Source: an optimization exercise on an open RTL-to-GDS flow (aim: small area). Production flows keep margins and buffers that such runs may drop.
The RTL was checked by simulation tests, not by an equivalence proof against the original design.
No driver is modelled on the clock port, so clock power and skew are understated where the tree is cut down; a real chip needs a root buffer or a tree.
Power is estimated from default activity; no workload was simulated.

## the reference run
==> module safecrack_final_version, before the edit <==
module safecrack_final_version (
    input             clk,
    input             rst,
    input             confirm,
    input      [3:0]  btn_n,
    output reg        led_green,
    output reg        led_red
);
    localparam [3:0] S_IDLE_U = 4'd0;
    localparam [3:0] S_PROG_U = 4'd4;
    localparam [3:0] S_IDLE_S = 4'd2;
    localparam [3:0] S_PROG_S = 4'd6;
    localparam [3:0] S_IN1 = 4'd10;
    localparam [3:0] S_FB1 = 4'd11;
    localparam [3:0] S_IN2 = 4'd12;
    localparam [3:0] S_FB2 = 4'd13;
    localparam [3:0] S_IN3 = 4'd14;
    localparam [3:0] S_FB3 = 4'd15;
    localparam [3:0] S_CHECK = 4'd8;
    localparam [3:0] S_UNL = 4'd1;
    localparam [3:0] S_LOCK = 4'd9;
    reg [3:0] bs1, bs2;
    reg       fe_any;
    reg [1:0] fe_dig;
    wire [3:0] fall = bs2 & ~bs1;
    always @(posedge clk) begin
        bs1 <= btn_n;
        bs2 <= bs1;
        fe_any <= |fall;
        fe_dig <= fall[0] ? 2'd0 : fall[1] ? 2'd1 : fall[2] ? 2'd2 : 2'd3;
    end
    reg cs1, cs2;
    always @(posedge clk or posedge rst)
        if (rst) begin cs1 <= 1'b0; cs2 <= 1'b0; end
        else begin cs1 <= confirm; cs2 <= cs1; end
    reg [3:0] state;
    reg [1:0] aux;
    reg [1:0] pw0, pw1, pw2;    
    reg [14:0] cnt;           
    reg [8:0] bq;            
    reg       bh;                
    wire in_st = (state == S_IN1) | (state == S_IN2) | (state == S_IN3);
    wire fb_st = (state == S_FB1) | (state == S_FB2) | (state == S_FB3);
    wire match = (fe_dig == pw0);
    wire fb_done = ~cnt[1] & ~cnt[4] & cnt[5] & cnt[6] & ~cnt[7] & cnt[8] & ~cnt[10] & cnt[11] & cnt[13] & ~cnt[14];
    wire lk_done = fb_done & cnt[2] & ~cnt[3] & ~cnt[9] & cnt[12] & ~aux[0];
    wire store = (state == S_PROG_U) & fe_any & (aux != 2'd3);
    always @(posedge clk or posedge rst)
        if (rst) begin state <= S_IDLE_U; aux <= 2'd0; end
        else begin
            case (state)
                S_IDLE_U: if (cs2) state <= S_PROG_U;
                S_PROG_U: begin
                    if (!cs2) state <= (aux == 2'd3) ? S_IDLE_S : S_IDLE_U;
                    if (store) aux <= (aux == 2'd0) ? 2'd1 : (aux == 2'd1) ? 2'd2 : 2'd3;
                end
                S_IDLE_S: begin
                    aux[1] <= 1'b1;
                    state <= cs2 ? S_PROG_S : S_IN1;
                end
                S_PROG_S: if (!cs2) state <= S_IDLE_S;
                S_IN1:  if (fe_any) state <= S_FB1;
                S_FB1:  if (fb_done) state <= S_IN2;
                S_IN2:  if (fe_any) state <= S_FB2;
                S_FB2:  if (fb_done) state <= S_IN3;
                S_IN3:  if (fe_any) state <= S_FB3;
                S_FB3:  if (fb_done) state <= S_CHECK;
                S_CHECK: begin
                    state <= aux[1] ? S_UNL : S_LOCK;
                    aux <= 2'd0;
                end
                S_UNL:  if (cs2) state <= S_PROG_S;
                S_LOCK: begin
                    if (lk_done) state <= S_IDLE_S;
                    aux <= {aux[0], cq[14]};
                end
                default: state <= S_IDLE_U;
            endcase
            if (in_st & fe_any) aux <= {aux[1] & match, match};
        end
    always @(posedge clk) begin
        if (store) begin
            pw0 <= pw1; pw1 <= pw2; pw2 <= fe_dig;
        end else if (in_st & fe_any) begin
            pw0 <= pw1; pw1 <= pw2; pw2 <= pw0;
        end
    end
    wire run = fb_st | (state == S_LOCK);
    wire [14:0] cq = cnt ^ 15'd10922;
    wire cfb = cq[13] ^ ((state == S_LOCK) ? aux[1] : cq[14]);
    wire [14:0] cnext = run ? {cq[13:0], cfb} : 15'd834;
    always @(posedge clk) cnt <= cnext ^ 15'd10922;
    wire bjump = ~bq[0] & ~bq[1] & bq[2] & bq[3] & ~bq[4] & ~bq[5] & bq[7] & (bq[8] ~^ bh);
    always @(posedge clk or posedge rst)
        if (rst) begin bq <= 9'd409; bh <= 1'b0; end
        else begin
            bq <= {bq[7:0], bq[8] ^ bq[1] ^ bq[4] ^ bq[6] ^ bjump};
            bh <= bh ^ bjump;
        end
    always @(*) begin
        led_green = (state == S_UNL) | (fb_st & aux[0] & bh);
        led_red = (state == S_LOCK);
    end
endmodule
clock: 10.0 ns
lec_check: 0
cap_margin: 20
core_area: 2 2 60 60
die_area: 0 0 62 62
slew_margin: 20
standard.sh (not shown) runs the stock make flow with config.mk's settings and CLKGATE_MAP_FILE= SYNTH_SCRIPT=/design/flow/synth_recipe.tcl, a recipe that flattens the netlist after the stock synthesis.
==> flow/flow/run.sh <==
#!/bin/bash
# Layout flow: the standard ORFS flow (standard.sh) with three changes that
# only affect how the layout is built:
#  - synthesis is synth_recipe.tcl unchanged, except that Yosys's abc call uses an
#    area-oriented ABC script (flow/abc_area.script); flip-flop mapping is untouched;
#  - port buffers use sky130_fd_sc_hd__buf_1;
#  - the clock tree is one level of CLKBUF_N buffers (flow/cts_hook.tcl), each at the
#    centroid of its share of the registers, all driven from the clock port.
set -euo pipefail
W=$(pwd)
{
  echo 'proc abc {args} {'
  echo '  set i [lsearch -exact $args -script]'
  echo "  if {\$i >= 0} { lset args [expr {\$i+1}] $W/flow/abc_area.script }"
  echo '  yosys abc {*}$args'
  echo '}'
  cat synth_recipe.tcl
} > synth_area.tcl
export PRE_CTS_TCL=$W/flow/cts_hook.tcl
export CLKBUF_CELL=sky130_fd_sc_hd__buf_6
export CLKBUF_N=3
bash standard.sh SYNTH_SCRIPT=$W/synth_area.tcl \
  'BUFFER_PORTS_ARGS=-buffer_cell sky130_fd_sc_hd__buf_1' finish > standard.log 2>&1
Other scripts of this flow, unchanged in this note and not shown: flow/flow/abc_area.script, flow/flow/cts_hook.tcl
For the trial run, these inputs were changed with respect to the reference run:
-- flow/design.v --
<<< the reference run, line 24
    reg [1:0] fe_dig;
    wire [3:0] fall = bs2 & ~bs1;
    always @(posedge clk) begin
        bs1 <= btn_n;
        bs2 <= bs1;
        fe_any <= |fall;
        fe_dig <= fall[0] ? 2'd0 : fall[1] ? 2'd1 : fall[2] ? 2'd2 : 2'd3;
    end
    reg cs1, cs2;
>>> the trial run, line 24
    reg [1:0] fe_dig;
    wire [3:0] fall = bs2 & ~bs1;
    wire [1:0] fdig = fall[0] ? 2'd1 : fall[1] ? 2'd2 : fall[2] ? 2'd3 : 2'd0;
    always @(posedge clk) begin
        bs1 <= btn_n;
        bs2 <= bs1;
    end
    reg cs1, cs2;
<<< the reference run, line 37
    reg [1:0] aux;
    reg [1:0] pw0, pw1, pw2;    
    reg [14:0] cnt;           
    reg [8:0] bq;            
    reg       bh;                
>>> the trial run, line 36
    reg [1:0] aux;
    reg [1:0] pw0, pw1, pw2;    
    reg [12:0] cnt;           
    reg [8:0] bq;            
    reg       bh;                
<<< the reference run, line 43
    wire fb_st = (state == S_FB1) | (state == S_FB2) | (state == S_FB3);
    wire match = (fe_dig == pw0);
    wire fb_done = ~cnt[1] & ~cnt[4] & cnt[5] & cnt[6] & ~cnt[7] & cnt[8] & ~cnt[10] & cnt[11] & cnt[13] & ~cnt[14];
    wire lk_done = fb_done & cnt[2] & ~cnt[3] & ~cnt[9] & cnt[12] & ~aux[0];
    wire store = (state == S_PROG_U) & fe_any & (aux != 2'd3);
    always @(posedge clk or posedge rst)
>>> the trial run, line 42
    wire fb_st = (state == S_FB1) | (state == S_FB2) | (state == S_FB3);
    wire match = (fe_dig == pw0);
    wire fb_done = cnt[0] & ~cnt[1] & cnt[3] & ~cnt[4] & cnt[5] & cnt[7] & cnt[9] & ~cnt[10] & ~cnt[11] & cnt[12];
    wire lk_done = fb_done & cnt[2] & cnt[8] & fe_any & fe_dig[0] & ~aux[1];
    wire store = (state == S_PROG_U) & fe_any & (aux != 2'd3);
    always @(posedge clk or posedge rst)
<<< the reference run, line 73
                S_LOCK: begin
                    if (lk_done) state <= S_IDLE_S;
                    aux <= {aux[0], cq[14]};
                end
                default: state <= S_IDLE_U;
>>> the trial run, line 72
                S_LOCK: begin
                    if (lk_done) state <= S_IDLE_S;
                    aux <= {aux[0], fe_dig[0]};
                end
                default: state <= S_IDLE_U;
<<< the reference run, line 87
    end
    wire run = fb_st | (state == S_LOCK);
    wire [14:0] cq = cnt ^ 15'd10922;
    wire cfb = cq[13] ^ ((state == S_LOCK) ? aux[1] : cq[14]);
    wire [14:0] cnext = run ? {cq[13:0], cfb} : 15'd834;
    always @(posedge clk) cnt <= cnext ^ 15'd10922;
    wire bjump = ~bq[0] & ~bq[1] & bq[2] & bq[3] & ~bq[4] & ~bq[5] & bq[7] & (bq[8] ~^ bh);
    always @(posedge clk or posedge rst)
>>> the trial run, line 86
    end
    wire run = fb_st | (state == S_LOCK);
    wire [12:0] cq = cnt ^ 13'd2730;
    wire cfb = cq[2] ^ ((state == S_LOCK) ? aux[1] : cq[12]);
    wire [12:0] cnext = run ? {cq[11:0], cfb} : 13'd5136;
    always @(posedge clk) cnt <= cnext ^ 13'd2730;
    always @(posedge clk) begin
        fe_dig[1] <= fdig[1];
        if (state == S_LOCK) begin
            fe_any <= cq[12]; fe_dig[0] <= fe_any;
        end else if (state == S_CHECK) begin
            fe_any <= 1'b1; fe_dig[0] <= 1'b1;
        end else begin
            fe_any <= |fall; fe_dig[0] <= fdig[0];
        end
    end
    wire bjump = ~bq[0] & ~bq[1] & bq[2] & bq[3] & ~bq[4] & ~bq[5] & bq[7] & (bq[8] ~^ bh);
    always @(posedge clk or posedge rst)
Findings:
In terms of fraction of final layout cells with drive strength greater than 1, the reference run and the trial run differ only marginally.
Total power draw was lower in the reference run than in the trial run.
From the reference run to the trial run, number of core rows did not move at all.
Compare the trial run and the reference run | portion of the clock cycle consumed by the worst path in the final layout lower: the reference run
The trial run ends up with a part of the total power dissipated in the clock network that is 1.5 points lower than in the reference run.
Taking the reference run as the reference point, the fraction of area in registers of the trial run falls by 1.3 points.
The synthesized cell count reported for the trial run is greater than that of the reference run by 1.5%.
Re count of non-filler cells in the finished layout: the reference run was lower than the trial run.
In every run of this note, the design's own scripts or RTL, not TritonCTS, make the clock network.

## separate check: timing with driven ports
In the flow no input, the clock included, has a driving cell. The finished layouts below were timed again as built, in two steps.
Step 1, drivers: a clkbuf_16 drives clk and a buf_2 each remaining input, both assumed.
Step 2 moves the port delays by t, midway between the first and last clock arrival at a register: inputs arrive t later, outputs are due t later. That takes back most of the time a late clock gives input paths.
Three values: ideal, step 1, step 2; two values: the first two.
run	shift t [ns]	setup WS [ns]	worst hold slack (ns)	worst setup path after step 2	worst slew at a driven data input, ns
the reference run	0.171	6.561 / 6.517 / 6.688	0.350 / 0.350 / 0.350	register to output	0.03
the trial run	0.172	6.321 / 6.276 / 6.448	0.353 / 0.353 / 0.353	register to output	0.03
After both steps every run listed still meets setup and hold.
